This design comes from an exercise in tuning for small area, a short achievable clock period and few clock cycles per item on the open sky130 flow, not from production work. Where RTL was checked, it was by simulation tests only, not by an equivalence proof against the original. Only the layout flow was run in run 2; the RTL was not checked for function there. Power is estimated from default activity; no workload was simulated.

==> flow/design.v, too long to show whole: its modules and the start of the top module <==
// module cmul: 9 lines
// module bfly: 13 lines
// module cm_pp: 1690 lines
// module tw_oct: 136 lines
// module booth_neg: 7 lines
// module tw_idx: 5 lines
// module tw_gen: 12 lines
// module fft: 281 lines
module fft
(
input clk,
input nrst,
input data_ok,
input [63:0] serialin,
output wire in_ready,
output wire [31:0] serialout_RE,
output wire [31:0] serialout_IM,
output reg [9:0] out_cnt,
output reg out_avail,
output wire ram00en,ram01en,ram02en,ram03en,ram10en,ram11en,ram12en,ram13en,
output wire ram00we,ram01we,ram02we,ram03we,ram10we,ram11we,ram12we,ram13we,
output wire [7:0]addr00,addr01,addr02,addr03,addr10,addr11,addr12,addr13,
output wire [63:0]ram00_wdata,ram01_wdata,ram02_wdata,ram03_wdata,ram10_wdata,ram11_wdata,ram12_wdata,ram13_wdata,
input [63:0]ram00_rdata,ram01_rdata,ram02_rdata,ram03_rdata,ram10_rdata,ram11_rdata,ram12_rdata,ram13_rdata
);
  // ...
==> flow/flow/run.sh <==
#!/bin/bash
set -euo pipefail
MARGIN=${FLOW_SETUP_MARGIN:-8.0}
bash standard.sh SETUP_SLACK_MARGIN=$MARGIN "BUFFER_PORTS_ARGS=-buffer_cell sky130_fd_sc_hd__buf_1" "CTS_ARGS=-sink_clustering_enable -repair_clock_nets -dont_use_dummy_load -sink_clustering_size 30 -sink_clustering_max_diameter 100" finish > make_finish.log 2>&1
==> flow/standard.sh <==
#!/bin/bash
# synth_recipe.tcl (not shown) runs the flow's synth.tcl, then flattens the netlist and writes it again
# the make line also repeats each setting of config.mk as NAME=value (left out here)
make -C /OpenROAD-flow-scripts/flow DESIGN_CONFIG=/design/flow/config.mk WORK_HOME=/design/flow/orfs CLKGATE_MAP_FILE= SYNTH_SCRIPT=/design/flow/synth_recipe.tcl "${@:-finish}"
==> flow/config.mk <==
export PLATFORM = sky130hd
export DESIGN_NAME = fft
export DESIGN_NICKNAME = fft
export VERILOG_FILES = /design/flow/design.v
export SDC_FILE = /design/flow/constraint.sdc
export NUM_CORES = 8
export LEC_CHECK = 0
export CAP_MARGIN = 35
export CORE_MARGIN = 2
export CORE_UTILIZATION = 40
export SLEW_MARGIN = 35
export SYNTH_MEMORY_MAX_BITS = 65536
==> flow/constraint.sdc <==
create_clock -name core_clock -period 12.0 [get_ports {clk}]
set_input_delay 2.4000 -clock core_clock [delete_from_list [all_inputs] [get_ports {clk}]]
set_output_delay 2.4000 -clock core_clock [all_outputs]
set_load 0.01 [all_outputs]
==> run_results.csv, run 1 <==
group,metric,value,unit
place,preCtsSetupSlack,6832,ps
setup_path,critPathKind,"flop to flop",
status,status,"finished clean",
job,drv_cap,0,
setup_path,worst-path-max-fanout,5,
setup_path,arrival,4900,ps
setup_path,cpMostUsedCell,"o21ai_1",
pwr,vdd_drop_max,0.1264,mV
synth,async_flop_share,4.009,%
layout,utilization,44.20,%
layout,multi_input_cells,13480,
worst_hold_path,whs_endpoint,"p4b[1]$_DFF_P_",
die,die_y,641.7,µm
synth,synthXorXnorAreaFrac,12.17,%
place,place_congestion,1.038,
clock_tree,cts_made_buffers,109,
synth,synth_top_family_by_area,"adder cells",
worst_hold_path,hold-path-cell-count,0,
layout,multi_input_area_share,63.77,%
sta,worst_slew_pin_slew,1210,ps
layout,post-route-cell-area,0.1792,mm²
global_routing,grt-ovfl-total,0,
pwr,pwr-share-clk,16.7,%
layout,n_antenna_cell,208,
pwr,pwr-share-comb,46.8,%
Testbench counts, summed over its fixed seeds: cycles 67,312, items 32.
==> module cmul, before the edit <==
module cmul(input clk, input [63:0] y, input [29:0] tw, output reg [63:0] o);
wire [31:0] re_s, re_c, im_s, im_c;
cm_pp pp(.y(y), .tw(tw), .re_s(re_s), .re_c(re_c), .im_s(im_s), .im_c(im_c));
reg [31:0] rs, rc, is, ic;
always @(posedge clk) begin rs <= re_s; rc <= re_c; is <= im_s; ic <= im_c; end
wire [31:0] re = rs + rc;
wire [31:0] im = is + ic;
always @(posedge clk) o <= {{8{re[31]}}, re[31:8], {8{im[31]}}, im[31:8]};
endmodule
==> run 2, diff against run 1 <==
--- a/flow/design.v
+++ b/flow/design.v
@@ -2,8 +2,14 @@
 wire [31:0] re_s, re_c, im_s, im_c;
-cm_pp pp(.y(y), .tw(tw), .re_s(re_s), .re_c(re_c), .im_s(im_s), .im_c(im_c));
-reg [31:0] rs, rc, is, ic;
-always @(posedge clk) begin rs <= re_s; rc <= re_c; is <= im_s; ic <= im_c; end
-wire [31:0] re = rs + rc;
-wire [31:0] im = is + ic;
-always @(posedge clk) o <= {{8{re[31]}}, re[31:8], {8{im[31]}}, im[31:8]};
+wire re_c6, im_c6;
+cm_pp pp(.y(y), .tw(tw), .re_s(re_s), .re_c(re_c), .im_s(im_s), .im_c(im_c), .re_c6(re_c6), .im_c6(im_c6));
+reg [25:0] rs, rc, is, ic;
+reg rk, ik;
+always @(posedge clk) begin
+  rs <= re_s[31:6]; rc <= re_c[31:6]; rk <= re_c6;
+  is <= im_s[31:6]; ic <= im_c[31:6]; ik <= im_c6;
+end
+wire [26:0] re1 = {rs, 1'b1} + {rc, rk};    
+wire [26:0] im1 = {is, 1'b1} + {ic, ik};
+wire [23:0] re = re1[26:3], im = im1[26:3];   
+always @(posedge clk) o <= {{8{re[23]}}, re, {8{im[23]}}, im};
 endmodule
@@ -22,3 +28,3 @@
 endmodule
-module cm_pp(input [63:0] y, input [29:0] tw, output [31:0] re_s, re_c, im_s, im_c);
+module cm_pp(input [63:0] y, input [29:0] tw, output [31:0] re_s, re_c, im_s, im_c, output re_c6, im_c6);
 wire [31:0] a = y[63:32], b = y[31:0];
@@ -1149,2 +1155,3 @@
 assign re_c[31] = c1056;
+wire [6:0] re_s_lo = re_s[5:0] + re_c[5:0];
 wire s1059 = pp287 ^ pp317;
@@ -1711,2 +1718,5 @@
 assign im_c[31] = c1554;
+wire [6:0] im_s_lo = im_s[5:0] + im_c[5:0];
+assign re_c6 = re_s_lo[6];
+assign im_c6 = im_s_lo[6];
 endmodule
@@ -1896,3 +1906,3 @@
 reg        in_ready_r;
-reg [63:0] in_reg;           
+reg        rd_q3;
 reg  [1:0] cst;              
@@ -1912,2 +1922,3 @@
 reg o1v, o2v;
+reg [3:0] osel;
 reg [9:0] o1k, o2k;
@@ -1935,3 +1946,3 @@
 wire act_t  = ~in_last;                 
-function rdy(input act, input [1:0] q, input blk);
+function rdy(input act, input [1:0] q, input ok3);
   case (q)
@@ -1939,9 +1950,7 @@
     2'd1, 2'd2: rdy = act && !s4busy;
-    default: rdy = act && !obusy12 && !blk;
+    default: rdy = act && !obusy12 && ok3;
   endcase
 endfunction
-wire rdy_nt = rdy(act_nt, in_cnt[9:8], 1'b0);
-wire rdy_t  = rdy(act_t, in_inc[9:8], in_cnt[9:8] == 2'd2);    
-wire s0_nt  = rdy_nt && in_cnt[9:8] == 2'd3;
-wire s0_t   = rdy_t && in_inc[9:8] == 2'd3;
+wire rdy_nt = rdy(act_nt, in_cnt[9:8], rd_q3 && !in_ready_r);
+wire rdy_t  = rdy(act_t, in_inc[9:8], rd_q3);
 wire handover = take & in_last;
@@ -1951,5 +1960,6 @@
 wire       Qi_n       = handover ? ~Qi : Qi;
-wire       q3  = in_act && in_cnt[9:8] == 2'd3;
-wire       s0rd_en   = q3 && (in_ready_r ? (take && !in_last) : 1'b1);
-wire [7:0] s0rd_addr = in_ready_r ? in_inc[7:0] : in_cnt[7:0];
+wire       q3rd_n   = take ? (act_t && in_inc[9:8] == 2'd3 && in_cnt[9:8] != 2'd2)
+                           : (act_nt && in_cnt[9:8] == 2'd3);
+wire [9:0] in_inc2  = in_cnt + 10'd2;
+wire [7:0] q3addr_n = take ? (rdy_t ? in_inc2[7:0] : in_inc[7:0]) : (rdy_nt ? in_inc[7:0] : in_cnt[7:0]);
 reg  [1:0] cst_n; reg [2:0] cs_n; reg [7:0] cb_n; reg [2:0] cgap_n; reg Qc_n, issc, s4last;
@@ -1963,3 +1973,3 @@
               issc = 1'b1; cb_n = cb + 8'd1;
-              if (cb[5:0] == 6'd63) cgap_n = 3'd2;           
+              if (cs == 3'd4 ? (cb[5:0] == 6'd63) : (cb == 8'd127)) cgap_n = 3'd2;
               if (cb == 8'd255) begin
@@ -1986,7 +1996,8 @@
 end
-wire       p1v_n = issc | (take ? s0_t : s0_nt);
+wire       p1v_n = issc | q3rd_n;
 wire [2:0] iss_s = issc ? cs : 3'd0;
-wire [7:0] iss_b = issc ? cb : in_cnt_n[7:0];
+wire [7:0] cbx = (cs == 3'd4) ? cb : {cb[7], cb[0], cb[6:1]};    
+wire [7:0] iss_b = issc ? cbx : q3addr_n;
 wire       iss_q = issc ? Qc : Qi;
-wire [1:0] iss_r = issc ? cb[7:6] : 2'd0;
+wire [1:0] iss_r = issc ? cbx[7:6] : 2'd0;
 wire [1:0] p2r   = (p2s == 3'd0) ? 2'd0 : p2b[7:6];
@@ -2016,3 +2027,3 @@
   if (in_cnt[9:8] != 2'd3) maddr_n[{in_cnt[9:8] == 2'd0 ? ~Qi : 1'b0, in_cnt[9:8]}] = in_cnt[7:0];
-  else begin maddr_n[1] = s0rd_addr; maddr_n[2] = s0rd_addr; end
+  else begin maddr_n[1] = q3addr_n; maddr_n[2] = q3addr_n; end
   if (issc) for (k = 1; k < 4; k = k + 1) begin
@@ -2023,3 +2034,3 @@
   end
-  if (s0rd_en) begin
+  if (q3rd_n) begin
     men_n[1] = 1'b1; rsel_n[1] = 1'b0;
@@ -2049,3 +2060,3 @@
   if (!nrst) begin
-    in_act <= 1'b0; in_cnt <= 10'd0; Qi <= 1'b1; in_ready_r <= 1'b0;
+    in_act <= 1'b0; in_cnt <= 10'd0; Qi <= 1'b1; in_ready_r <= 1'b0; rd_q3 <= 1'b0;
     cst <= C_IDLE; cs <= 3'd0; cb <= 8'd0; cgap <= 3'd0; Qc <= 1'b0; go <= 1'b0;
@@ -2057,3 +2068,3 @@
   end else begin
-    in_act <= in_act_n; in_cnt <= in_cnt_n; Qi <= Qi_n; in_ready_r <= in_ready_n;
+    in_act <= in_act_n; in_cnt <= in_cnt_n; Qi <= Qi_n; in_ready_r <= in_ready_n; rd_q3 <= q3rd_n;
     cst <= cst_nn; cs <= cs_n; cb <= cb_n; cgap <= cgap_nn; Qc <= Qc_nn; go <= go_n;
@@ -2061,4 +2072,5 @@
     p1v <= p1v_n;
-    p2v <= p1v && (p1s != 3'd0 || take);
-    p3v <= p2v; p4v <= p3v; p5v <= p4v; p6v <= p5v;
+    p2v <= p1v && (p1s != 3'd0 || in_ready_n);
+    p3v <= p2v && (p2s != 3'd0 || take);
+    p4v <= p3v; p5v <= p4v; p6v <= p5v;
     o1v <= oiss; o2v <= o1v;
@@ -2070,3 +2082,2 @@
 always @(posedge clk) begin
-  in_reg <= serialin;
   p1s <= iss_s; p1b <= iss_b; p1q <= iss_q;
@@ -2078,2 +2089,3 @@
   o1k <= ocnt; o2k <= o1k;
+  osel <= o1v ? (4'b0001 << o1k[9:8]) : 4'b0001;    
   for (m = 0; m < 8; m = m + 1) maddr[m] <= maddr_n[m];
@@ -2119,3 +2131,3 @@
   Y2 <= pick1(ysel, rdp2, rdp3, rdp0, rdp1);
-  Y3 <= ys0 ? in_reg : pick1(ysel, rdp3, rdp0, rdp1, rdp2);
+  Y3 <= ys0 ? serialin : pick1(ysel, rdp3, rdp0, rdp1, rdp2);
   Y0 <= pick1(y0sel, rdp0, rdp1, rdp2, rdp3);
@@ -2136,9 +2148,4 @@
   X3 <= pick1(wsel, Z3, Z2, Z1, Z0);
-  if (o2v) begin
-    serialout <= pick(o2k[9:8], rdp0, rdp1, rdp2, rdp3);
-    out_cnt <= o2k + 10'd1;
-  end else begin
-    serialout <= Z0;
-    out_cnt <= {2'd0, p6b} + 10'd1;
-  end
+  serialout <= pick1(osel, Z0, rdp1, rdp2, rdp3);
+  out_cnt <= (o2v ? o2k : {2'd0, p6b}) + 10'd1;
 end
==> flow/flow/run.sh (replaced) <==
#!/bin/bash
set -euo pipefail
MARGIN=${FLOW_SETUP_MARGIN:-8.0}
bash standard.sh SETUP_SLACK_MARGIN=$MARGIN "BUFFER_PORTS_ARGS=-buffer_cell sky130_fd_sc_hd__buf_1" "PRE_IO_PLACEMENT_TCL=$(pwd)/flow/pins.tcl" "CTS_ARGS=-sink_clustering_enable -repair_clock_nets -dont_use_dummy_load -sink_clustering_size 25 -sink_clustering_max_diameter 70" finish > make_finish.log 2>&1
==> flow/flow/pins.tcl (new file) <==
# Keep the two memory-block ports of each bit side by side: each write-data bit
# comes from one register that feeds both blocks of its pair, and each read-data
# bit of a pair goes to one multiplexer.
set_io_pin_constraint -group -order -pin_names {ram00_wdata[0] ram10_wdata[0]}
set_io_pin_constraint -group -order -pin_names {ram00_rdata[0] ram10_rdata[0]}
set_io_pin_constraint -group -order -pin_names {ram00_wdata[1] ram10_wdata[1]}
set_io_pin_constraint -group -order -pin_names {ram00_rdata[1] ram10_rdata[1]}
set_io_pin_constraint -group -order -pin_names {ram00_wdata[2] ram10_wdata[2]}
set_io_pin_constraint -group -order -pin_names {ram00_rdata[2] ram10_rdata[2]}
set_io_pin_constraint -group -order -pin_names {ram00_wdata[3] ram10_wdata[3]}
set_io_pin_constraint -group -order -pin_names {ram00_rdata[3] ram10_rdata[3]}
set_io_pin_constraint -group -order -pin_names {ram00_wdata[4] ram10_wdata[4]}
set_io_pin_constraint -group -order -pin_names {ram00_rdata[4] ram10_rdata[4]}
set_io_pin_constraint -group -order -pin_names {ram00_wdata[5] ram10_wdata[5]}
set_io_pin_constraint -group -order -pin_names {ram00_rdata[5] ram10_rdata[5]}
set_io_pin_constraint -group -order -pin_names {ram00_wdata[6] ram10_wdata[6]}
set_io_pin_constraint -group -order -pin_names {ram00_rdata[6] ram10_rdata[6]}
set_io_pin_constraint -group -order -pin_names {ram00_wdata[7] ram10_wdata[7]}
set_io_pin_constraint -group -order -pin_names {ram00_rdata[7] ram10_rdata[7]}
set_io_pin_constraint -group -order -pin_names {ram00_wdata[8] ram10_wdata[8]}
set_io_pin_constraint -group -order -pin_names {ram00_rdata[8] ram10_rdata[8]}
set_io_pin_constraint -group -order -pin_names {ram00_wdata[9] ram10_wdata[9]}
set_io_pin_constraint -group -order -pin_names {ram00_rdata[9] ram10_rdata[9]}
set_io_pin_constraint -group -order -pin_names {ram00_wdata[10] ram10_wdata[10]}
set_io_pin_constraint -group -order -pin_names {ram00_rdata[10] ram10_rdata[10]}
set_io_pin_constraint -group -order -pin_names {ram00_wdata[11] ram10_wdata[11]}
set_io_pin_constraint -group -order -pin_names {ram00_rdata[11] ram10_rdata[11]}
set_io_pin_constraint -group -order -pin_names {ram00_wdata[12] ram10_wdata[12]}
set_io_pin_constraint -group -order -pin_names {ram00_rdata[12] ram10_rdata[12]}
set_io_pin_constraint -group -order -pin_names {ram00_wdata[13] ram10_wdata[13]}
set_io_pin_constraint -group -order -pin_names {ram00_rdata[13] ram10_rdata[13]}
set_io_pin_constraint -group -order -pin_names {ram00_wdata[14] ram10_wdata[14]}
set_io_pin_constraint -group -order -pin_names {ram00_rdata[14] ram10_rdata[14]}
set_io_pin_constraint -group -order -pin_names {ram00_wdata[15] ram10_wdata[15]}
set_io_pin_constraint -group -order -pin_names {ram00_rdata[15] ram10_rdata[15]}
set_io_pin_constraint -group -order -pin_names {ram00_wdata[16] ram10_wdata[16]}
set_io_pin_constraint -group -order -pin_names {ram00_rdata[16] ram10_rdata[16]}
set_io_pin_constraint -group -order -pin_names {ram00_wdata[17] ram10_wdata[17]}
set_io_pin_constraint -group -order -pin_names {ram00_rdata[17] ram10_rdata[17]}
set_io_pin_constraint -group -order -pin_names {ram00_wdata[18] ram10_wdata[18]}
set_io_pin_constraint -group -order -pin_names {ram00_rdata[18] ram10_rdata[18]}
set_io_pin_constraint -group -order -pin_names {ram00_wdata[19] ram10_wdata[19]}
set_io_pin_constraint -group -order -pin_names {ram00_rdata[19] ram10_rdata[19]}
set_io_pin_constraint -group -order -pin_names {ram00_wdata[20] ram10_wdata[20]}
set_io_pin_constraint -group -order -pin_names {ram00_rdata[20] ram10_rdata[20]}
set_io_pin_constraint -group -order -pin_names {ram00_wdata[21] ram10_wdata[21]}
set_io_pin_constraint -group -order -pin_names {ram00_rdata[21] ram10_rdata[21]}
set_io_pin_constraint -group -order -pin_names {ram00_wdata[22] ram10_wdata[22]}
set_io_pin_constraint -group -order -pin_names {ram00_rdata[22] ram10_rdata[22]}
set_io_pin_constraint -group -order -pin_names {ram00_wdata[23] ram10_wdata[23]}
set_io_pin_constraint -group -order -pin_names {ram00_rdata[23] ram10_rdata[23]}
set_io_pin_constraint -group -order -pin_names {ram00_wdata[24] ram10_wdata[24]}
set_io_pin_constraint -group -order -pin_names {ram00_rdata[24] ram10_rdata[24]}
set_io_pin_constraint -group -order -pin_names {ram00_wdata[25] ram10_wdata[25]}
set_io_pin_constraint -group -order -pin_names {ram00_rdata[25] ram10_rdata[25]}
set_io_pin_constraint -group -order -pin_names {ram00_wdata[26] ram10_wdata[26]}
set_io_pin_constraint -group -order -pin_names {ram00_rdata[26] ram10_rdata[26]}
set_io_pin_constraint -group -order -pin_names {ram00_wdata[27] ram10_wdata[27]}
set_io_pin_constraint -group -order -pin_names {ram00_rdata[27] ram10_rdata[27]}
set_io_pin_constraint -group -order -pin_names {ram00_wdata[28] ram10_wdata[28]}
set_io_pin_constraint -group -order -pin_names {ram00_rdata[28] ram10_rdata[28]}
set_io_pin_constraint -group -order -pin_names {ram00_wdata[29] ram10_wdata[29]}
set_io_pin_constraint -group -order -pin_names {ram00_rdata[29] ram10_rdata[29]}
set_io_pin_constraint -group -order -pin_names {ram00_wdata[30] ram10_wdata[30]}
set_io_pin_constraint -group -order -pin_names {ram00_rdata[30] ram10_rdata[30]}
set_io_pin_constraint -group -order -pin_names {ram00_wdata[31] ram10_wdata[31]}
set_io_pin_constraint -group -order -pin_names {ram00_rdata[31] ram10_rdata[31]}
set_io_pin_constraint -group -order -pin_names {ram00_wdata[32] ram10_wdata[32]}
set_io_pin_constraint -group -order -pin_names {ram00_rdata[32] ram10_rdata[32]}
set_io_pin_constraint -group -order -pin_names {ram00_wdata[33] ram10_wdata[33]}
set_io_pin_constraint -group -order -pin_names {ram00_rdata[33] ram10_rdata[33]}
set_io_pin_constraint -group -order -pin_names {ram00_wdata[34] ram10_wdata[34]}
set_io_pin_constraint -group -order -pin_names {ram00_rdata[34] ram10_rdata[34]}
set_io_pin_constraint -group -order -pin_names {ram00_wdata[35] ram10_wdata[35]}
set_io_pin_constraint -group -order -pin_names {ram00_rdata[35] ram10_rdata[35]}
set_io_pin_constraint -group -order -pin_names {ram00_wdata[36] ram10_wdata[36]}
set_io_pin_constraint -group -order -pin_names {ram00_rdata[36] ram10_rdata[36]}
set_io_pin_constraint -group -order -pin_names {ram00_wdata[37] ram10_wdata[37]}
set_io_pin_constraint -group -order -pin_names {ram00_rdata[37] ram10_rdata[37]}
set_io_pin_constraint -group -order -pin_names {ram00_wdata[38] ram10_wdata[38]}
set_io_pin_constraint -group -order -pin_names {ram00_rdata[38] ram10_rdata[38]}
set_io_pin_constraint -group -order -pin_names {ram00_wdata[39] ram10_wdata[39]}
set_io_pin_constraint -group -order -pin_names {ram00_rdata[39] ram10_rdata[39]}
set_io_pin_constraint -group -order -pin_names {ram00_wdata[40] ram10_wdata[40]}
set_io_pin_constraint -group -order -pin_names {ram00_rdata[40] ram10_rdata[40]}
set_io_pin_constraint -group -order -pin_names {ram00_wdata[41] ram10_wdata[41]}
set_io_pin_constraint -group -order -pin_names {ram00_rdata[41] ram10_rdata[41]}
set_io_pin_constraint -group -order -pin_names {ram00_wdata[42] ram10_wdata[42]}
set_io_pin_constraint -group -order -pin_names {ram00_rdata[42] ram10_rdata[42]}
set_io_pin_constraint -group -order -pin_names {ram00_wdata[43] ram10_wdata[43]}
set_io_pin_constraint -group -order -pin_names {ram00_rdata[43] ram10_rdata[43]}
set_io_pin_constraint -group -order -pin_names {ram00_wdata[44] ram10_wdata[44]}
set_io_pin_constraint -group -order -pin_names {ram00_rdata[44] ram10_rdata[44]}
set_io_pin_constraint -group -order -pin_names {ram00_wdata[45] ram10_wdata[45]}
set_io_pin_constraint -group -order -pin_names {ram00_rdata[45] ram10_rdata[45]}
set_io_pin_constraint -group -order -pin_names {ram00_wdata[46] ram10_wdata[46]}
set_io_pin_constraint -group -order -pin_names {ram00_rdata[46] ram10_rdata[46]}
set_io_pin_constraint -group -order -pin_names {ram00_wdata[47] ram10_wdata[47]}
set_io_pin_constraint -group -order -pin_names {ram00_rdata[47] ram10_rdata[47]}
set_io_pin_constraint -group -order -pin_names {ram00_wdata[48] ram10_wdata[48]}
set_io_pin_constraint -group -order -pin_names {ram00_rdata[48] ram10_rdata[48]}
set_io_pin_constraint -group -order -pin_names {ram00_wdata[49] ram10_wdata[49]}
set_io_pin_constraint -group -order -pin_names {ram00_rdata[49] ram10_rdata[49]}
set_io_pin_constraint -group -order -pin_names {ram00_wdata[50] ram10_wdata[50]}
set_io_pin_constraint -group -order -pin_names {ram00_rdata[50] ram10_rdata[50]}
set_io_pin_constraint -group -order -pin_names {ram00_wdata[51] ram10_wdata[51]}
set_io_pin_constraint -group -order -pin_names {ram00_rdata[51] ram10_rdata[51]}
set_io_pin_constraint -group -order -pin_names {ram00_wdata[52] ram10_wdata[52]}
set_io_pin_constraint -group -order -pin_names {ram00_rdata[52] ram10_rdata[52]}
set_io_pin_constraint -group -order -pin_names {ram00_wdata[53] ram10_wdata[53]}
set_io_pin_constraint -group -order -pin_names {ram00_rdata[53] ram10_rdata[53]}
set_io_pin_constraint -group -order -pin_names {ram00_wdata[54] ram10_wdata[54]}
set_io_pin_constraint -group -order -pin_names {ram00_rdata[54] ram10_rdata[54]}
set_io_pin_constraint -group -order -pin_names {ram00_wdata[55] ram10_wdata[55]}
set_io_pin_constraint -group -order -pin_names {ram00_rdata[55] ram10_rdata[55]}
set_io_pin_constraint -group -order -pin_names {ram00_wdata[56] ram10_wdata[56]}
set_io_pin_constraint -group -order -pin_names {ram00_rdata[56] ram10_rdata[56]}
set_io_pin_constraint -group -order -pin_names {ram00_wdata[57] ram10_wdata[57]}
set_io_pin_constraint -group -order -pin_names {ram00_rdata[57] ram10_rdata[57]}
set_io_pin_constraint -group -order -pin_names {ram00_wdata[58] ram10_wdata[58]}
set_io_pin_constraint -group -order -pin_names {ram00_rdata[58] ram10_rdata[58]}
set_io_pin_constraint -group -order -pin_names {ram00_wdata[59] ram10_wdata[59]}
set_io_pin_constraint -group -order -pin_names {ram00_rdata[59] ram10_rdata[59]}
set_io_pin_constraint -group -order -pin_names {ram00_wdata[60] ram10_wdata[60]}
set_io_pin_constraint -group -order -pin_names {ram00_rdata[60] ram10_rdata[60]}
set_io_pin_constraint -group -order -pin_names {ram00_wdata[61] ram10_wdata[61]}
set_io_pin_constraint -group -order -pin_names {ram00_rdata[61] ram10_rdata[61]}
set_io_pin_constraint -group -order -pin_names {ram00_wdata[62] ram10_wdata[62]}
set_io_pin_constraint -group -order -pin_names {ram00_rdata[62] ram10_rdata[62]}
set_io_pin_constraint -group -order -pin_names {ram00_wdata[63] ram10_wdata[63]}
set_io_pin_constraint -group -order -pin_names {ram00_rdata[63] ram10_rdata[63]}
set_io_pin_constraint -group -order -pin_names {ram01_wdata[0] ram11_wdata[0]}
set_io_pin_constraint -group -order -pin_names {ram01_rdata[0] ram11_rdata[0]}
set_io_pin_constraint -group -order -pin_names {ram01_wdata[1] ram11_wdata[1]}
set_io_pin_constraint -group -order -pin_names {ram01_rdata[1] ram11_rdata[1]}
set_io_pin_constraint -group -order -pin_names {ram01_wdata[2] ram11_wdata[2]}
set_io_pin_constraint -group -order -pin_names {ram01_rdata[2] ram11_rdata[2]}
set_io_pin_constraint -group -order -pin_names {ram01_wdata[3] ram11_wdata[3]}
set_io_pin_constraint -group -order -pin_names {ram01_rdata[3] ram11_rdata[3]}
set_io_pin_constraint -group -order -pin_names {ram01_wdata[4] ram11_wdata[4]}
set_io_pin_constraint -group -order -pin_names {ram01_rdata[4] ram11_rdata[4]}
set_io_pin_constraint -group -order -pin_names {ram01_wdata[5] ram11_wdata[5]}
set_io_pin_constraint -group -order -pin_names {ram01_rdata[5] ram11_rdata[5]}
set_io_pin_constraint -group -order -pin_names {ram01_wdata[6] ram11_wdata[6]}
set_io_pin_constraint -group -order -pin_names {ram01_rdata[6] ram11_rdata[6]}
set_io_pin_constraint -group -order -pin_names {ram01_wdata[7] ram11_wdata[7]}
set_io_pin_constraint -group -order -pin_names {ram01_rdata[7] ram11_rdata[7]}
set_io_pin_constraint -group -order -pin_names {ram01_wdata[8] ram11_wdata[8]}
set_io_pin_constraint -group -order -pin_names {ram01_rdata[8] ram11_rdata[8]}
set_io_pin_constraint -group -order -pin_names {ram01_wdata[9] ram11_wdata[9]}
set_io_pin_constraint -group -order -pin_names {ram01_rdata[9] ram11_rdata[9]}
set_io_pin_constraint -group -order -pin_names {ram01_wdata[10] ram11_wdata[10]}
set_io_pin_constraint -group -order -pin_names {ram01_rdata[10] ram11_rdata[10]}
set_io_pin_constraint -group -order -pin_names {ram01_wdata[11] ram11_wdata[11]}
set_io_pin_constraint -group -order -pin_names {ram01_rdata[11] ram11_rdata[11]}
set_io_pin_constraint -group -order -pin_names {ram01_wdata[12] ram11_wdata[12]}
set_io_pin_constraint -group -order -pin_names {ram01_rdata[12] ram11_rdata[12]}
set_io_pin_constraint -group -order -pin_names {ram01_wdata[13] ram11_wdata[13]}
set_io_pin_constraint -group -order -pin_names {ram01_rdata[13] ram11_rdata[13]}
set_io_pin_constraint -group -order -pin_names {ram01_wdata[14] ram11_wdata[14]}
set_io_pin_constraint -group -order -pin_names {ram01_rdata[14] ram11_rdata[14]}
set_io_pin_constraint -group -order -pin_names {ram01_wdata[15] ram11_wdata[15]}
set_io_pin_constraint -group -order -pin_names {ram01_rdata[15] ram11_rdata[15]}
set_io_pin_constraint -group -order -pin_names {ram01_wdata[16] ram11_wdata[16]}
set_io_pin_constraint -group -order -pin_names {ram01_rdata[16] ram11_rdata[16]}
set_io_pin_constraint -group -order -pin_names {ram01_wdata[17] ram11_wdata[17]}
set_io_pin_constraint -group -order -pin_names {ram01_rdata[17] ram11_rdata[17]}
set_io_pin_constraint -group -order -pin_names {ram01_wdata[18] ram11_wdata[18]}
set_io_pin_constraint -group -order -pin_names {ram01_rdata[18] ram11_rdata[18]}
set_io_pin_constraint -group -order -pin_names {ram01_wdata[19] ram11_wdata[19]}
set_io_pin_constraint -group -order -pin_names {ram01_rdata[19] ram11_rdata[19]}
set_io_pin_constraint -group -order -pin_names {ram01_wdata[20] ram11_wdata[20]}
set_io_pin_constraint -group -order -pin_names {ram01_rdata[20] ram11_rdata[20]}
set_io_pin_constraint -group -order -pin_names {ram01_wdata[21] ram11_wdata[21]}
set_io_pin_constraint -group -order -pin_names {ram01_rdata[21] ram11_rdata[21]}
set_io_pin_constraint -group -order -pin_names {ram01_wdata[22] ram11_wdata[22]}
set_io_pin_constraint -group -order -pin_names {ram01_rdata[22] ram11_rdata[22]}
set_io_pin_constraint -group -order -pin_names {ram01_wdata[23] ram11_wdata[23]}
set_io_pin_constraint -group -order -pin_names {ram01_rdata[23] ram11_rdata[23]}
set_io_pin_constraint -group -order -pin_names {ram01_wdata[24] ram11_wdata[24]}
set_io_pin_constraint -group -order -pin_names {ram01_rdata[24] ram11_rdata[24]}
set_io_pin_constraint -group -order -pin_names {ram01_wdata[25] ram11_wdata[25]}
set_io_pin_constraint -group -order -pin_names {ram01_rdata[25] ram11_rdata[25]}
set_io_pin_constraint -group -order -pin_names {ram01_wdata[26] ram11_wdata[26]}
set_io_pin_constraint -group -order -pin_names {ram01_rdata[26] ram11_rdata[26]}
set_io_pin_constraint -group -order -pin_names {ram01_wdata[27] ram11_wdata[27]}
set_io_pin_constraint -group -order -pin_names {ram01_rdata[27] ram11_rdata[27]}
set_io_pin_constraint -group -order -pin_names {ram01_wdata[28] ram11_wdata[28]}
set_io_pin_constraint -group -order -pin_names {ram01_rdata[28] ram11_rdata[28]}
set_io_pin_constraint -group -order -pin_names {ram01_wdata[29] ram11_wdata[29]}
set_io_pin_constraint -group -order -pin_names {ram01_rdata[29] ram11_rdata[29]}
set_io_pin_constraint -group -order -pin_names {ram01_wdata[30] ram11_wdata[30]}
set_io_pin_constraint -group -order -pin_names {ram01_rdata[30] ram11_rdata[30]}
set_io_pin_constraint -group -order -pin_names {ram01_wdata[31] ram11_wdata[31]}
set_io_pin_constraint -group -order -pin_names {ram01_rdata[31] ram11_rdata[31]}
set_io_pin_constraint -group -order -pin_names {ram01_wdata[32] ram11_wdata[32]}
set_io_pin_constraint -group -order -pin_names {ram01_rdata[32] ram11_rdata[32]}
set_io_pin_constraint -group -order -pin_names {ram01_wdata[33] ram11_wdata[33]}
set_io_pin_constraint -group -order -pin_names {ram01_rdata[33] ram11_rdata[33]}
set_io_pin_constraint -group -order -pin_names {ram01_wdata[34] ram11_wdata[34]}
set_io_pin_constraint -group -order -pin_names {ram01_rdata[34] ram11_rdata[34]}
set_io_pin_constraint -group -order -pin_names {ram01_wdata[35] ram11_wdata[35]}
set_io_pin_constraint -group -order -pin_names {ram01_rdata[35] ram11_rdata[35]}
set_io_pin_constraint -group -order -pin_names {ram01_wdata[36] ram11_wdata[36]}
set_io_pin_constraint -group -order -pin_names {ram01_rdata[36] ram11_rdata[36]}
set_io_pin_constraint -group -order -pin_names {ram01_wdata[37] ram11_wdata[37]}
set_io_pin_constraint -group -order -pin_names {ram01_rdata[37] ram11_rdata[37]}
set_io_pin_constraint -group -order -pin_names {ram01_wdata[38] ram11_wdata[38]}
set_io_pin_constraint -group -order -pin_names {ram01_rdata[38] ram11_rdata[38]}
set_io_pin_constraint -group -order -pin_names {ram01_wdata[39] ram11_wdata[39]}
set_io_pin_constraint -group -order -pin_names {ram01_rdata[39] ram11_rdata[39]}
set_io_pin_constraint -group -order -pin_names {ram01_wdata[40] ram11_wdata[40]}
set_io_pin_constraint -group -order -pin_names {ram01_rdata[40] ram11_rdata[40]}
set_io_pin_constraint -group -order -pin_names {ram01_wdata[41] ram11_wdata[41]}
set_io_pin_constraint -group -order -pin_names {ram01_rdata[41] ram11_rdata[41]}
set_io_pin_constraint -group -order -pin_names {ram01_wdata[42] ram11_wdata[42]}
set_io_pin_constraint -group -order -pin_names {ram01_rdata[42] ram11_rdata[42]}
set_io_pin_constraint -group -order -pin_names {ram01_wdata[43] ram11_wdata[43]}
set_io_pin_constraint -group -order -pin_names {ram01_rdata[43] ram11_rdata[43]}
set_io_pin_constraint -group -order -pin_names {ram01_wdata[44] ram11_wdata[44]}
set_io_pin_constraint -group -order -pin_names {ram01_rdata[44] ram11_rdata[44]}
set_io_pin_constraint -group -order -pin_names {ram01_wdata[45] ram11_wdata[45]}
set_io_pin_constraint -group -order -pin_names {ram01_rdata[45] ram11_rdata[45]}
set_io_pin_constraint -group -order -pin_names {ram01_wdata[46] ram11_wdata[46]}
set_io_pin_constraint -group -order -pin_names {ram01_rdata[46] ram11_rdata[46]}
set_io_pin_constraint -group -order -pin_names {ram01_wdata[47] ram11_wdata[47]}
set_io_pin_constraint -group -order -pin_names {ram01_rdata[47] ram11_rdata[47]}
set_io_pin_constraint -group -order -pin_names {ram01_wdata[48] ram11_wdata[48]}
set_io_pin_constraint -group -order -pin_names {ram01_rdata[48] ram11_rdata[48]}
set_io_pin_constraint -group -order -pin_names {ram01_wdata[49] ram11_wdata[49]}
set_io_pin_constraint -group -order -pin_names {ram01_rdata[49] ram11_rdata[49]}
set_io_pin_constraint -group -order -pin_names {ram01_wdata[50] ram11_wdata[50]}
set_io_pin_constraint -group -order -pin_names {ram01_rdata[50] ram11_rdata[50]}
set_io_pin_constraint -group -order -pin_names {ram01_wdata[51] ram11_wdata[51]}
set_io_pin_constraint -group -order -pin_names {ram01_rdata[51] ram11_rdata[51]}
set_io_pin_constraint -group -order -pin_names {ram01_wdata[52] ram11_wdata[52]}
set_io_pin_constraint -group -order -pin_names {ram01_rdata[52] ram11_rdata[52]}
set_io_pin_constraint -group -order -pin_names {ram01_wdata[53] ram11_wdata[53]}
set_io_pin_constraint -group -order -pin_names {ram01_rdata[53] ram11_rdata[53]}
set_io_pin_constraint -group -order -pin_names {ram01_wdata[54] ram11_wdata[54]}
set_io_pin_constraint -group -order -pin_names {ram01_rdata[54] ram11_rdata[54]}
set_io_pin_constraint -group -order -pin_names {ram01_wdata[55] ram11_wdata[55]}
set_io_pin_constraint -group -order -pin_names {ram01_rdata[55] ram11_rdata[55]}
set_io_pin_constraint -group -order -pin_names {ram01_wdata[56] ram11_wdata[56]}
set_io_pin_constraint -group -order -pin_names {ram01_rdata[56] ram11_rdata[56]}
set_io_pin_constraint -group -order -pin_names {ram01_wdata[57] ram11_wdata[57]}
set_io_pin_constraint -group -order -pin_names {ram01_rdata[57] ram11_rdata[57]}
set_io_pin_constraint -group -order -pin_names {ram01_wdata[58] ram11_wdata[58]}
set_io_pin_constraint -group -order -pin_names {ram01_rdata[58] ram11_rdata[58]}
set_io_pin_constraint -group -order -pin_names {ram01_wdata[59] ram11_wdata[59]}
set_io_pin_constraint -group -order -pin_names {ram01_rdata[59] ram11_rdata[59]}
set_io_pin_constraint -group -order -pin_names {ram01_wdata[60] ram11_wdata[60]}
set_io_pin_constraint -group -order -pin_names {ram01_rdata[60] ram11_rdata[60]}
set_io_pin_constraint -group -order -pin_names {ram01_wdata[61] ram11_wdata[61]}
set_io_pin_constraint -group -order -pin_names {ram01_rdata[61] ram11_rdata[61]}
set_io_pin_constraint -group -order -pin_names {ram01_wdata[62] ram11_wdata[62]}
set_io_pin_constraint -group -order -pin_names {ram01_rdata[62] ram11_rdata[62]}
set_io_pin_constraint -group -order -pin_names {ram01_wdata[63] ram11_wdata[63]}
set_io_pin_constraint -group -order -pin_names {ram01_rdata[63] ram11_rdata[63]}
set_io_pin_constraint -group -order -pin_names {ram02_wdata[0] ram12_wdata[0]}
set_io_pin_constraint -group -order -pin_names {ram02_rdata[0] ram12_rdata[0]}
set_io_pin_constraint -group -order -pin_names {ram02_wdata[1] ram12_wdata[1]}
set_io_pin_constraint -group -order -pin_names {ram02_rdata[1] ram12_rdata[1]}
set_io_pin_constraint -group -order -pin_names {ram02_wdata[2] ram12_wdata[2]}
set_io_pin_constraint -group -order -pin_names {ram02_rdata[2] ram12_rdata[2]}
set_io_pin_constraint -group -order -pin_names {ram02_wdata[3] ram12_wdata[3]}
set_io_pin_constraint -group -order -pin_names {ram02_rdata[3] ram12_rdata[3]}
set_io_pin_constraint -group -order -pin_names {ram02_wdata[4] ram12_wdata[4]}
set_io_pin_constraint -group -order -pin_names {ram02_rdata[4] ram12_rdata[4]}
set_io_pin_constraint -group -order -pin_names {ram02_wdata[5] ram12_wdata[5]}
set_io_pin_constraint -group -order -pin_names {ram02_rdata[5] ram12_rdata[5]}
set_io_pin_constraint -group -order -pin_names {ram02_wdata[6] ram12_wdata[6]}
set_io_pin_constraint -group -order -pin_names {ram02_rdata[6] ram12_rdata[6]}
set_io_pin_constraint -group -order -pin_names {ram02_wdata[7] ram12_wdata[7]}
set_io_pin_constraint -group -order -pin_names {ram02_rdata[7] ram12_rdata[7]}
set_io_pin_constraint -group -order -pin_names {ram02_wdata[8] ram12_wdata[8]}
set_io_pin_constraint -group -order -pin_names {ram02_rdata[8] ram12_rdata[8]}
set_io_pin_constraint -group -order -pin_names {ram02_wdata[9] ram12_wdata[9]}
set_io_pin_constraint -group -order -pin_names {ram02_rdata[9] ram12_rdata[9]}
set_io_pin_constraint -group -order -pin_names {ram02_wdata[10] ram12_wdata[10]}
set_io_pin_constraint -group -order -pin_names {ram02_rdata[10] ram12_rdata[10]}
set_io_pin_constraint -group -order -pin_names {ram02_wdata[11] ram12_wdata[11]}
set_io_pin_constraint -group -order -pin_names {ram02_rdata[11] ram12_rdata[11]}
set_io_pin_constraint -group -order -pin_names {ram02_wdata[12] ram12_wdata[12]}
set_io_pin_constraint -group -order -pin_names {ram02_rdata[12] ram12_rdata[12]}
set_io_pin_constraint -group -order -pin_names {ram02_wdata[13] ram12_wdata[13]}
set_io_pin_constraint -group -order -pin_names {ram02_rdata[13] ram12_rdata[13]}
set_io_pin_constraint -group -order -pin_names {ram02_wdata[14] ram12_wdata[14]}
set_io_pin_constraint -group -order -pin_names {ram02_rdata[14] ram12_rdata[14]}
set_io_pin_constraint -group -order -pin_names {ram02_wdata[15] ram12_wdata[15]}
set_io_pin_constraint -group -order -pin_names {ram02_rdata[15] ram12_rdata[15]}
set_io_pin_constraint -group -order -pin_names {ram02_wdata[16] ram12_wdata[16]}
set_io_pin_constraint -group -order -pin_names {ram02_rdata[16] ram12_rdata[16]}
set_io_pin_constraint -group -order -pin_names {ram02_wdata[17] ram12_wdata[17]}
set_io_pin_constraint -group -order -pin_names {ram02_rdata[17] ram12_rdata[17]}
set_io_pin_constraint -group -order -pin_names {ram02_wdata[18] ram12_wdata[18]}
set_io_pin_constraint -group -order -pin_names {ram02_rdata[18] ram12_rdata[18]}
set_io_pin_constraint -group -order -pin_names {ram02_wdata[19] ram12_wdata[19]}
set_io_pin_constraint -group -order -pin_names {ram02_rdata[19] ram12_rdata[19]}
set_io_pin_constraint -group -order -pin_names {ram02_wdata[20] ram12_wdata[20]}
set_io_pin_constraint -group -order -pin_names {ram02_rdata[20] ram12_rdata[20]}
set_io_pin_constraint -group -order -pin_names {ram02_wdata[21] ram12_wdata[21]}
set_io_pin_constraint -group -order -pin_names {ram02_rdata[21] ram12_rdata[21]}
set_io_pin_constraint -group -order -pin_names {ram02_wdata[22] ram12_wdata[22]}
set_io_pin_constraint -group -order -pin_names {ram02_rdata[22] ram12_rdata[22]}
set_io_pin_constraint -group -order -pin_names {ram02_wdata[23] ram12_wdata[23]}
set_io_pin_constraint -group -order -pin_names {ram02_rdata[23] ram12_rdata[23]}
set_io_pin_constraint -group -order -pin_names {ram02_wdata[24] ram12_wdata[24]}
set_io_pin_constraint -group -order -pin_names {ram02_rdata[24] ram12_rdata[24]}
set_io_pin_constraint -group -order -pin_names {ram02_wdata[25] ram12_wdata[25]}
set_io_pin_constraint -group -order -pin_names {ram02_rdata[25] ram12_rdata[25]}
set_io_pin_constraint -group -order -pin_names {ram02_wdata[26] ram12_wdata[26]}
set_io_pin_constraint -group -order -pin_names {ram02_rdata[26] ram12_rdata[26]}
set_io_pin_constraint -group -order -pin_names {ram02_wdata[27] ram12_wdata[27]}
set_io_pin_constraint -group -order -pin_names {ram02_rdata[27] ram12_rdata[27]}
set_io_pin_constraint -group -order -pin_names {ram02_wdata[28] ram12_wdata[28]}
set_io_pin_constraint -group -order -pin_names {ram02_rdata[28] ram12_rdata[28]}
set_io_pin_constraint -group -order -pin_names {ram02_wdata[29] ram12_wdata[29]}
set_io_pin_constraint -group -order -pin_names {ram02_rdata[29] ram12_rdata[29]}
set_io_pin_constraint -group -order -pin_names {ram02_wdata[30] ram12_wdata[30]}
set_io_pin_constraint -group -order -pin_names {ram02_rdata[30] ram12_rdata[30]}
set_io_pin_constraint -group -order -pin_names {ram02_wdata[31] ram12_wdata[31]}
set_io_pin_constraint -group -order -pin_names {ram02_rdata[31] ram12_rdata[31]}
set_io_pin_constraint -group -order -pin_names {ram02_wdata[32] ram12_wdata[32]}
set_io_pin_constraint -group -order -pin_names {ram02_rdata[32] ram12_rdata[32]}
set_io_pin_constraint -group -order -pin_names {ram02_wdata[33] ram12_wdata[33]}
set_io_pin_constraint -group -order -pin_names {ram02_rdata[33] ram12_rdata[33]}
set_io_pin_constraint -group -order -pin_names {ram02_wdata[34] ram12_wdata[34]}
set_io_pin_constraint -group -order -pin_names {ram02_rdata[34] ram12_rdata[34]}
set_io_pin_constraint -group -order -pin_names {ram02_wdata[35] ram12_wdata[35]}
set_io_pin_constraint -group -order -pin_names {ram02_rdata[35] ram12_rdata[35]}
set_io_pin_constraint -group -order -pin_names {ram02_wdata[36] ram12_wdata[36]}
set_io_pin_constraint -group -order -pin_names {ram02_rdata[36] ram12_rdata[36]}
set_io_pin_constraint -group -order -pin_names {ram02_wdata[37] ram12_wdata[37]}
set_io_pin_constraint -group -order -pin_names {ram02_rdata[37] ram12_rdata[37]}
set_io_pin_constraint -group -order -pin_names {ram02_wdata[38] ram12_wdata[38]}
set_io_pin_constraint -group -order -pin_names {ram02_rdata[38] ram12_rdata[38]}
set_io_pin_constraint -group -order -pin_names {ram02_wdata[39] ram12_wdata[39]}
set_io_pin_constraint -group -order -pin_names {ram02_rdata[39] ram12_rdata[39]}
set_io_pin_constraint -group -order -pin_names {ram02_wdata[40] ram12_wdata[40]}
set_io_pin_constraint -group -order -pin_names {ram02_rdata[40] ram12_rdata[40]}
set_io_pin_constraint -group -order -pin_names {ram02_wdata[41] ram12_wdata[41]}
set_io_pin_constraint -group -order -pin_names {ram02_rdata[41] ram12_rdata[41]}
set_io_pin_constraint -group -order -pin_names {ram02_wdata[42] ram12_wdata[42]}
set_io_pin_constraint -group -order -pin_names {ram02_rdata[42] ram12_rdata[42]}
set_io_pin_constraint -group -order -pin_names {ram02_wdata[43] ram12_wdata[43]}
set_io_pin_constraint -group -order -pin_names {ram02_rdata[43] ram12_rdata[43]}
set_io_pin_constraint -group -order -pin_names {ram02_wdata[44] ram12_wdata[44]}
set_io_pin_constraint -group -order -pin_names {ram02_rdata[44] ram12_rdata[44]}
set_io_pin_constraint -group -order -pin_names {ram02_wdata[45] ram12_wdata[45]}
set_io_pin_constraint -group -order -pin_names {ram02_rdata[45] ram12_rdata[45]}
set_io_pin_constraint -group -order -pin_names {ram02_wdata[46] ram12_wdata[46]}
set_io_pin_constraint -group -order -pin_names {ram02_rdata[46] ram12_rdata[46]}
set_io_pin_constraint -group -order -pin_names {ram02_wdata[47] ram12_wdata[47]}
set_io_pin_constraint -group -order -pin_names {ram02_rdata[47] ram12_rdata[47]}
set_io_pin_constraint -group -order -pin_names {ram02_wdata[48] ram12_wdata[48]}
set_io_pin_constraint -group -order -pin_names {ram02_rdata[48] ram12_rdata[48]}
set_io_pin_constraint -group -order -pin_names {ram02_wdata[49] ram12_wdata[49]}
set_io_pin_constraint -group -order -pin_names {ram02_rdata[49] ram12_rdata[49]}
set_io_pin_constraint -group -order -pin_names {ram02_wdata[50] ram12_wdata[50]}
set_io_pin_constraint -group -order -pin_names {ram02_rdata[50] ram12_rdata[50]}
set_io_pin_constraint -group -order -pin_names {ram02_wdata[51] ram12_wdata[51]}
set_io_pin_constraint -group -order -pin_names {ram02_rdata[51] ram12_rdata[51]}
set_io_pin_constraint -group -order -pin_names {ram02_wdata[52] ram12_wdata[52]}
set_io_pin_constraint -group -order -pin_names {ram02_rdata[52] ram12_rdata[52]}
set_io_pin_constraint -group -order -pin_names {ram02_wdata[53] ram12_wdata[53]}
set_io_pin_constraint -group -order -pin_names {ram02_rdata[53] ram12_rdata[53]}
set_io_pin_constraint -group -order -pin_names {ram02_wdata[54] ram12_wdata[54]}
set_io_pin_constraint -group -order -pin_names {ram02_rdata[54] ram12_rdata[54]}
set_io_pin_constraint -group -order -pin_names {ram02_wdata[55] ram12_wdata[55]}
set_io_pin_constraint -group -order -pin_names {ram02_rdata[55] ram12_rdata[55]}
set_io_pin_constraint -group -order -pin_names {ram02_wdata[56] ram12_wdata[56]}
set_io_pin_constraint -group -order -pin_names {ram02_rdata[56] ram12_rdata[56]}
set_io_pin_constraint -group -order -pin_names {ram02_wdata[57] ram12_wdata[57]}
set_io_pin_constraint -group -order -pin_names {ram02_rdata[57] ram12_rdata[57]}
set_io_pin_constraint -group -order -pin_names {ram02_wdata[58] ram12_wdata[58]}
set_io_pin_constraint -group -order -pin_names {ram02_rdata[58] ram12_rdata[58]}
set_io_pin_constraint -group -order -pin_names {ram02_wdata[59] ram12_wdata[59]}
set_io_pin_constraint -group -order -pin_names {ram02_rdata[59] ram12_rdata[59]}
set_io_pin_constraint -group -order -pin_names {ram02_wdata[60] ram12_wdata[60]}
set_io_pin_constraint -group -order -pin_names {ram02_rdata[60] ram12_rdata[60]}
set_io_pin_constraint -group -order -pin_names {ram02_wdata[61] ram12_wdata[61]}
set_io_pin_constraint -group -order -pin_names {ram02_rdata[61] ram12_rdata[61]}
set_io_pin_constraint -group -order -pin_names {ram02_wdata[62] ram12_wdata[62]}
set_io_pin_constraint -group -order -pin_names {ram02_rdata[62] ram12_rdata[62]}
set_io_pin_constraint -group -order -pin_names {ram02_wdata[63] ram12_wdata[63]}
set_io_pin_constraint -group -order -pin_names {ram02_rdata[63] ram12_rdata[63]}
set_io_pin_constraint -group -order -pin_names {ram03_wdata[0] ram13_wdata[0]}
set_io_pin_constraint -group -order -pin_names {ram03_rdata[0] ram13_rdata[0]}
set_io_pin_constraint -group -order -pin_names {ram03_wdata[1] ram13_wdata[1]}
set_io_pin_constraint -group -order -pin_names {ram03_rdata[1] ram13_rdata[1]}
set_io_pin_constraint -group -order -pin_names {ram03_wdata[2] ram13_wdata[2]}
set_io_pin_constraint -group -order -pin_names {ram03_rdata[2] ram13_rdata[2]}
set_io_pin_constraint -group -order -pin_names {ram03_wdata[3] ram13_wdata[3]}
set_io_pin_constraint -group -order -pin_names {ram03_rdata[3] ram13_rdata[3]}
set_io_pin_constraint -group -order -pin_names {ram03_wdata[4] ram13_wdata[4]}
set_io_pin_constraint -group -order -pin_names {ram03_rdata[4] ram13_rdata[4]}
set_io_pin_constraint -group -order -pin_names {ram03_wdata[5] ram13_wdata[5]}
set_io_pin_constraint -group -order -pin_names {ram03_rdata[5] ram13_rdata[5]}
set_io_pin_constraint -group -order -pin_names {ram03_wdata[6] ram13_wdata[6]}
set_io_pin_constraint -group -order -pin_names {ram03_rdata[6] ram13_rdata[6]}
set_io_pin_constraint -group -order -pin_names {ram03_wdata[7] ram13_wdata[7]}
set_io_pin_constraint -group -order -pin_names {ram03_rdata[7] ram13_rdata[7]}
set_io_pin_constraint -group -order -pin_names {ram03_wdata[8] ram13_wdata[8]}
set_io_pin_constraint -group -order -pin_names {ram03_rdata[8] ram13_rdata[8]}
set_io_pin_constraint -group -order -pin_names {ram03_wdata[9] ram13_wdata[9]}
set_io_pin_constraint -group -order -pin_names {ram03_rdata[9] ram13_rdata[9]}
set_io_pin_constraint -group -order -pin_names {ram03_wdata[10] ram13_wdata[10]}
set_io_pin_constraint -group -order -pin_names {ram03_rdata[10] ram13_rdata[10]}
set_io_pin_constraint -group -order -pin_names {ram03_wdata[11] ram13_wdata[11]}
set_io_pin_constraint -group -order -pin_names {ram03_rdata[11] ram13_rdata[11]}
set_io_pin_constraint -group -order -pin_names {ram03_wdata[12] ram13_wdata[12]}
set_io_pin_constraint -group -order -pin_names {ram03_rdata[12] ram13_rdata[12]}
set_io_pin_constraint -group -order -pin_names {ram03_wdata[13] ram13_wdata[13]}
set_io_pin_constraint -group -order -pin_names {ram03_rdata[13] ram13_rdata[13]}
set_io_pin_constraint -group -order -pin_names {ram03_wdata[14] ram13_wdata[14]}
set_io_pin_constraint -group -order -pin_names {ram03_rdata[14] ram13_rdata[14]}
set_io_pin_constraint -group -order -pin_names {ram03_wdata[15] ram13_wdata[15]}
set_io_pin_constraint -group -order -pin_names {ram03_rdata[15] ram13_rdata[15]}
set_io_pin_constraint -group -order -pin_names {ram03_wdata[16] ram13_wdata[16]}
set_io_pin_constraint -group -order -pin_names {ram03_rdata[16] ram13_rdata[16]}
set_io_pin_constraint -group -order -pin_names {ram03_wdata[17] ram13_wdata[17]}
set_io_pin_constraint -group -order -pin_names {ram03_rdata[17] ram13_rdata[17]}
set_io_pin_constraint -group -order -pin_names {ram03_wdata[18] ram13_wdata[18]}
set_io_pin_constraint -group -order -pin_names {ram03_rdata[18] ram13_rdata[18]}
set_io_pin_constraint -group -order -pin_names {ram03_wdata[19] ram13_wdata[19]}
set_io_pin_constraint -group -order -pin_names {ram03_rdata[19] ram13_rdata[19]}
set_io_pin_constraint -group -order -pin_names {ram03_wdata[20] ram13_wdata[20]}
set_io_pin_constraint -group -order -pin_names {ram03_rdata[20] ram13_rdata[20]}
set_io_pin_constraint -group -order -pin_names {ram03_wdata[21] ram13_wdata[21]}
set_io_pin_constraint -group -order -pin_names {ram03_rdata[21] ram13_rdata[21]}
set_io_pin_constraint -group -order -pin_names {ram03_wdata[22] ram13_wdata[22]}
set_io_pin_constraint -group -order -pin_names {ram03_rdata[22] ram13_rdata[22]}
set_io_pin_constraint -group -order -pin_names {ram03_wdata[23] ram13_wdata[23]}
set_io_pin_constraint -group -order -pin_names {ram03_rdata[23] ram13_rdata[23]}
set_io_pin_constraint -group -order -pin_names {ram03_wdata[24] ram13_wdata[24]}
set_io_pin_constraint -group -order -pin_names {ram03_rdata[24] ram13_rdata[24]}
set_io_pin_constraint -group -order -pin_names {ram03_wdata[25] ram13_wdata[25]}
set_io_pin_constraint -group -order -pin_names {ram03_rdata[25] ram13_rdata[25]}
set_io_pin_constraint -group -order -pin_names {ram03_wdata[26] ram13_wdata[26]}
set_io_pin_constraint -group -order -pin_names {ram03_rdata[26] ram13_rdata[26]}
set_io_pin_constraint -group -order -pin_names {ram03_wdata[27] ram13_wdata[27]}
set_io_pin_constraint -group -order -pin_names {ram03_rdata[27] ram13_rdata[27]}
set_io_pin_constraint -group -order -pin_names {ram03_wdata[28] ram13_wdata[28]}
set_io_pin_constraint -group -order -pin_names {ram03_rdata[28] ram13_rdata[28]}
set_io_pin_constraint -group -order -pin_names {ram03_wdata[29] ram13_wdata[29]}
set_io_pin_constraint -group -order -pin_names {ram03_rdata[29] ram13_rdata[29]}
set_io_pin_constraint -group -order -pin_names {ram03_wdata[30] ram13_wdata[30]}
set_io_pin_constraint -group -order -pin_names {ram03_rdata[30] ram13_rdata[30]}
set_io_pin_constraint -group -order -pin_names {ram03_wdata[31] ram13_wdata[31]}
set_io_pin_constraint -group -order -pin_names {ram03_rdata[31] ram13_rdata[31]}
set_io_pin_constraint -group -order -pin_names {ram03_wdata[32] ram13_wdata[32]}
set_io_pin_constraint -group -order -pin_names {ram03_rdata[32] ram13_rdata[32]}
set_io_pin_constraint -group -order -pin_names {ram03_wdata[33] ram13_wdata[33]}
set_io_pin_constraint -group -order -pin_names {ram03_rdata[33] ram13_rdata[33]}
set_io_pin_constraint -group -order -pin_names {ram03_wdata[34] ram13_wdata[34]}
set_io_pin_constraint -group -order -pin_names {ram03_rdata[34] ram13_rdata[34]}
set_io_pin_constraint -group -order -pin_names {ram03_wdata[35] ram13_wdata[35]}
set_io_pin_constraint -group -order -pin_names {ram03_rdata[35] ram13_rdata[35]}
set_io_pin_constraint -group -order -pin_names {ram03_wdata[36] ram13_wdata[36]}
set_io_pin_constraint -group -order -pin_names {ram03_rdata[36] ram13_rdata[36]}
set_io_pin_constraint -group -order -pin_names {ram03_wdata[37] ram13_wdata[37]}
set_io_pin_constraint -group -order -pin_names {ram03_rdata[37] ram13_rdata[37]}
set_io_pin_constraint -group -order -pin_names {ram03_wdata[38] ram13_wdata[38]}
set_io_pin_constraint -group -order -pin_names {ram03_rdata[38] ram13_rdata[38]}
set_io_pin_constraint -group -order -pin_names {ram03_wdata[39] ram13_wdata[39]}
set_io_pin_constraint -group -order -pin_names {ram03_rdata[39] ram13_rdata[39]}
set_io_pin_constraint -group -order -pin_names {ram03_wdata[40] ram13_wdata[40]}
set_io_pin_constraint -group -order -pin_names {ram03_rdata[40] ram13_rdata[40]}
set_io_pin_constraint -group -order -pin_names {ram03_wdata[41] ram13_wdata[41]}
set_io_pin_constraint -group -order -pin_names {ram03_rdata[41] ram13_rdata[41]}
set_io_pin_constraint -group -order -pin_names {ram03_wdata[42] ram13_wdata[42]}
set_io_pin_constraint -group -order -pin_names {ram03_rdata[42] ram13_rdata[42]}
set_io_pin_constraint -group -order -pin_names {ram03_wdata[43] ram13_wdata[43]}
set_io_pin_constraint -group -order -pin_names {ram03_rdata[43] ram13_rdata[43]}
set_io_pin_constraint -group -order -pin_names {ram03_wdata[44] ram13_wdata[44]}
set_io_pin_constraint -group -order -pin_names {ram03_rdata[44] ram13_rdata[44]}
set_io_pin_constraint -group -order -pin_names {ram03_wdata[45] ram13_wdata[45]}
set_io_pin_constraint -group -order -pin_names {ram03_rdata[45] ram13_rdata[45]}
set_io_pin_constraint -group -order -pin_names {ram03_wdata[46] ram13_wdata[46]}
set_io_pin_constraint -group -order -pin_names {ram03_rdata[46] ram13_rdata[46]}
set_io_pin_constraint -group -order -pin_names {ram03_wdata[47] ram13_wdata[47]}
set_io_pin_constraint -group -order -pin_names {ram03_rdata[47] ram13_rdata[47]}
set_io_pin_constraint -group -order -pin_names {ram03_wdata[48] ram13_wdata[48]}
set_io_pin_constraint -group -order -pin_names {ram03_rdata[48] ram13_rdata[48]}
set_io_pin_constraint -group -order -pin_names {ram03_wdata[49] ram13_wdata[49]}
set_io_pin_constraint -group -order -pin_names {ram03_rdata[49] ram13_rdata[49]}
set_io_pin_constraint -group -order -pin_names {ram03_wdata[50] ram13_wdata[50]}
set_io_pin_constraint -group -order -pin_names {ram03_rdata[50] ram13_rdata[50]}
set_io_pin_constraint -group -order -pin_names {ram03_wdata[51] ram13_wdata[51]}
set_io_pin_constraint -group -order -pin_names {ram03_rdata[51] ram13_rdata[51]}
set_io_pin_constraint -group -order -pin_names {ram03_wdata[52] ram13_wdata[52]}
set_io_pin_constraint -group -order -pin_names {ram03_rdata[52] ram13_rdata[52]}
set_io_pin_constraint -group -order -pin_names {ram03_wdata[53] ram13_wdata[53]}
set_io_pin_constraint -group -order -pin_names {ram03_rdata[53] ram13_rdata[53]}
set_io_pin_constraint -group -order -pin_names {ram03_wdata[54] ram13_wdata[54]}
set_io_pin_constraint -group -order -pin_names {ram03_rdata[54] ram13_rdata[54]}
set_io_pin_constraint -group -order -pin_names {ram03_wdata[55] ram13_wdata[55]}
set_io_pin_constraint -group -order -pin_names {ram03_rdata[55] ram13_rdata[55]}
set_io_pin_constraint -group -order -pin_names {ram03_wdata[56] ram13_wdata[56]}
set_io_pin_constraint -group -order -pin_names {ram03_rdata[56] ram13_rdata[56]}
set_io_pin_constraint -group -order -pin_names {ram03_wdata[57] ram13_wdata[57]}
set_io_pin_constraint -group -order -pin_names {ram03_rdata[57] ram13_rdata[57]}
set_io_pin_constraint -group -order -pin_names {ram03_wdata[58] ram13_wdata[58]}
set_io_pin_constraint -group -order -pin_names {ram03_rdata[58] ram13_rdata[58]}
set_io_pin_constraint -group -order -pin_names {ram03_wdata[59] ram13_wdata[59]}
set_io_pin_constraint -group -order -pin_names {ram03_rdata[59] ram13_rdata[59]}
set_io_pin_constraint -group -order -pin_names {ram03_wdata[60] ram13_wdata[60]}
set_io_pin_constraint -group -order -pin_names {ram03_rdata[60] ram13_rdata[60]}
set_io_pin_constraint -group -order -pin_names {ram03_wdata[61] ram13_wdata[61]}
set_io_pin_constraint -group -order -pin_names {ram03_rdata[61] ram13_rdata[61]}
set_io_pin_constraint -group -order -pin_names {ram03_wdata[62] ram13_wdata[62]}
set_io_pin_constraint -group -order -pin_names {ram03_rdata[62] ram13_rdata[62]}
set_io_pin_constraint -group -order -pin_names {ram03_wdata[63] ram13_wdata[63]}
set_io_pin_constraint -group -order -pin_names {ram03_rdata[63] ram13_rdata[63]}
--- a/flow/config.mk
+++ b/flow/config.mk
@@ -9,3 +9,4 @@
 export CORE_MARGIN = 2
-export CORE_UTILIZATION = 40
+export CORE_UTILIZATION = 50
+export GPL_ROUTABILITY_DRIVEN = 0
 export SLEW_MARGIN = 35
==> run 2 against run 1 <==
  * Die area decreased by 22%
  * Utilization increased by 11 points
  * Critical path depth decreased by 1
  * Clock power increased by 19%
  * First-iteration DRC count increased by 0.26%
  * Now fails the layout checks on antenna rules
  * Sequential cell count decreased by 125
  * Sequential power decreased by 7.6%
  * Final cell count decreased by 6.3%
  * Synthesized area decreased by 2.8%
  * Hold slack got worse by 22 ps
==> run_results.csv, run 2 <==
group,metric,value,unit
synth,avgSynthCellArea,8.583,µm²
sta,slew_headroom,24.73,%
setup_path,r2r_cells,10,
pwr,pwr-share-clk,19.8,%
layout,syn_to_final_growth,9.847,%
sta,setup_violations,0,
routing,wl_per_cell,31.73,µm
worst_hold_path,min_from,"p3v$_DFF_PN0_",
clock_tree,cts_max_level,4,
global_routing,grt_max_degree,145,
synth,synth_most_common_cell,"a22oi_1",
routing,wl_met2,297.6,mm
sta,rsz0062_at_grt,"yes",
place,port_buffers,1246,
routing,drt_drc_violations_left,0,
setup_path,crit_required,12720,ps
layout,fin_nets,21330,
routing,drtIter0Drc,20440,
synth,ys_seq_elements,1646,
pwr,p_sw_share,47.27,%
sta,worst_slew_pin_slew,1129,ps
global_routing,grt_pass1_vias,136200,
worst_hold_path,whs_endpoint,"p4v$_DFF_PN0_",
setup_path,crit_path_top_delay_cell,"fa_1",
routing,vias,146800,
status,so_faults,"antenna rules",
clock_tree,cts_buffer_depth,4,
routing,wl_met1,253.2,mm
routing,drt_first_pass_iters,12,
sta,fin_setup_tns,0,ps
die,core,0.3147,mm²
setup_path,critical_path.cell_chain,"buf_4, clkbuf_16, a22oi_1, xor2_1, fa_1, fa_1, fa_1, inv_1, fa_1, fa_1",
clock_tree,cts_made_buffers,157,
global_routing,grt_antenna_before_repair,173,
setup_path,worstSetupEndpointType,"flop",
die,rows,206,
synth,async_flop_share,4.374,%
die,die_x,566.2,µm
synth,yosysTopAreaCellShare,19.94,%
synth,synth_area,0.1580,mm²
pwr,power.density,132.7,mW/mm²
synth,synth_edf_count,0,
place,place_hpwl,523.7,mm
routing,viasPerCell,6.427,
sta,clock-skew-final,109.0,ps
sta,fin_crit,4043,ps
die,start_util,50.22,%
sta,fmax,247.3,MHz
synth,synthTopCellsByArea,"dfxtp_1, fa_1, a22oi_1",
clock_tree,cts_tree,"done",
place,preCtsSetupSlack,6873,ps
setup_path,arrival,4770,ps
global_routing,grt_pass1_wl,988.4,mm
clock_tree,clock_sinks,1646,
clock_tree,clockRootBuffer,"clkbuf_16",
layout,drive_gt1_share,9.258,%
synth,synth_fp_nets,21190,
synth,syn_inst,18410,
setup_path,r2r_slack,7960,ps
routing,maxUsedRoutingLayer,"met5",
setup_path,critPathLaunchType,"flop",
status,status,"complete, but fails checks",
layout,final_common_cell,"a22oi_1",
routing,wirelength,724.8,mm
setup_path,cpMostUsedCell,"fa_1",
setup_path,slowest_delay,540,ps
die,die_y,566.2,µm
synth,synthTopCellsByCount,"a22oi_1, inv_1, nand2_1",
synth,yosysTopAreaCell,"dfxtp_1",
layout,mostFrequentLayoutCells,"a22oi_1, inv_1, nand2_1",
job,drv_cap,0,
die,ios,1247,
synth,ys_warn_count,6,
setup_path,timing.rr.end,"c3.is[2]$_DFF_P_",
synth,synthFlopType,"dfxtp_1",
worst_hold_path,hold-path-cell-count,0,
setup_path,critPathKind,"flop to flop",
global_routing,grt-ovfl-total,0,
synth,synthDistinctLibCells,100,
pwr,power_leakage,0.07233,µW
sta,fin_ws,7957,ps
synth,ys_seq_area_share,21.08,%
pwr,seq_power_share,33.6,%
layout,fin_cells,22840,
pwr,pwr-share-comb,46.6,%
pwr,power.total,23040,µW
clock_tree,clk-insertion-delay-late,940,ps
pwr,power.internal,12150,µW
clock_tree,cts_hold_buf,0,
layout,utilization,55.16,%
die,dieArea,0.3206,mm²
routing,detail-route-antenna-nets,1,
pwr,vdd_drop_max,0.1136,mV
pwr,netSwitchingPower,10890,µW
setup_path,r2r-start,"TW3[4]$_DFF_P_",
clock_tree,cts.clk_slew.worst_paths,100,ps
layout,fill_cells,28980,
worst_hold_path,hp-class,"flop to flop",
sta,finalHoldViolations,0,
routing,met3_length,110.6,mm
setup_path,worst-path-max-fanout,10,
global_routing,grtUsageTotal,42.36,%
sta,min_period_over_period,33.69,%
sta,drv_slew,0,
place,dp_cells,22260,
run 2: layout make-up:
| class | instances | area [µm²] | share of cell area [%] |
|---|---|---|---|
| Multi-Input combinational cell | 13270 | 112400 | 64.73 |
| Sequential cell | 1646 | 33920 | 19.54 |
| Timing Repair Buffer | 1796 | 11510 | 6.630 |
| Inverter | 1680 | 6324 | 3.642 |
| Tap cell | 4160 | 5205 | 2.998 |
| Clock buffer | 157 | 3929 | 2.263 |
| Antenna cell | 135 | 337.8 | 0.1946 |
| Timing Repair inverter | 1 | 5.005 | 0.002883 |
run 2: critical path, delay by kind of cell (launching register included):
family                     cells  cell delay [ps]
adders and majority gates      5             2530
buffers and inverters          3              540
DFF                            1              460
xor gates and xnor gates       1              200
AOI/OAI and AO/OA              1              100
run 2: per-layer routing:
layer | global-route usage (%) | vias to the layer above
met5 | 0.6247 | -
met2 | 61.48 | 11160
met3 | 19.41 | 2611
li1 | - | 62870
met4 | 27.73 | 88
met1 | 50.10 | 70070
run 2: worst max path at each step:
stage,startpoint,end
2_1_floorplan,TW2[2]$_DFF_P_,c2.is[25]$_DFF_P_
3_3_place_gp,cst[0]$_DFF_PN0_,maddr[6][6]$_DFF_P_
3_5_place_dp,cst[0]$_DFF_PN0_,maddr[6][7]$_DFF_P_
4_1_cts,TW1[18]$_DFF_P_,c1.rk$_DFF_P_
5_1_grt,TW1[18]$_DFF_P_,c1.rk$_DFF_P_
6_report,TW3[4]$_DFF_P_,c3.is[2]$_DFF_P_
run 2: logic make-up after synthesis:
family,after synthesis,share of synthesized area [%]
muxes,449,3.197
adders and majority gates,2198,23.32
buffers and inverters,3505,8.956
AOI/OAI and AO/OA,4682,20.93
DFF,1646,21.08
and+or+nand+nor,3686,10.07
xor gates and xnor gates,2247,12.45
run 2: timing repair:
action / 4_1_cts / 5_1_grt
cloned: 18 / 28
buffers inserted: 110 / 132
pin swaps: 37 / 83
resized for setup: 476 / 295
setup endpoints to repair: 621 / 322
run 2: stage by stage:
| step | cell area, µm² | hold WS, ps |
|---|---|---|
| after CTS | 170100 | 302.5 |
| final | 173600 | 301.9 |
| after global placement | 162400 | 309.9 |
| after floorplan | 158200 | 309.6 |
| after detailed placement | 162700 | 312.1 |
| after global routing | 173400 | 297.9 |
run 2: power groups by stage:
| stage | Clock [µW] | Combinational (µW) | Sequential [µW] |
|---|---|---|---|
| after floorplan | 0 | 6150 | 7280 |
| after global placement | 0 | 9880 | 7800 |
| after detailed placement | 0 | 9940 | 7810 |
| after CTS | 4590 | 10200 | 7710 |
| after global routing | 4760 | 11200 | 7780 |
| final | 4560 | 10700 | 7740 |

-- afterwards: timing with drivers on the ports --
The flow's constraints put no driver on any port. The routed layouts listed below were extracted and timed again, unchanged, in two steps.
Step 1 sets driving cells, clkbuf_16 on the clock port and buf_2 on the other inputs (assumed; they add their load-dependent delay and slew).
Step 2, shift: input delay + t, output delay - t, t = (earliest + latest rising clock arrival at the registers) / 2. This alone moves slack from input paths to output paths.
a / b / c = ideal ports / drivers / drivers and shift; a / b = the first two.
run	shift t [ns]	setup slack, ns
run 1	1.044	7.923 / 7.840 / 7.203
run 2	0.986	7.957 / 7.914 / 7.155
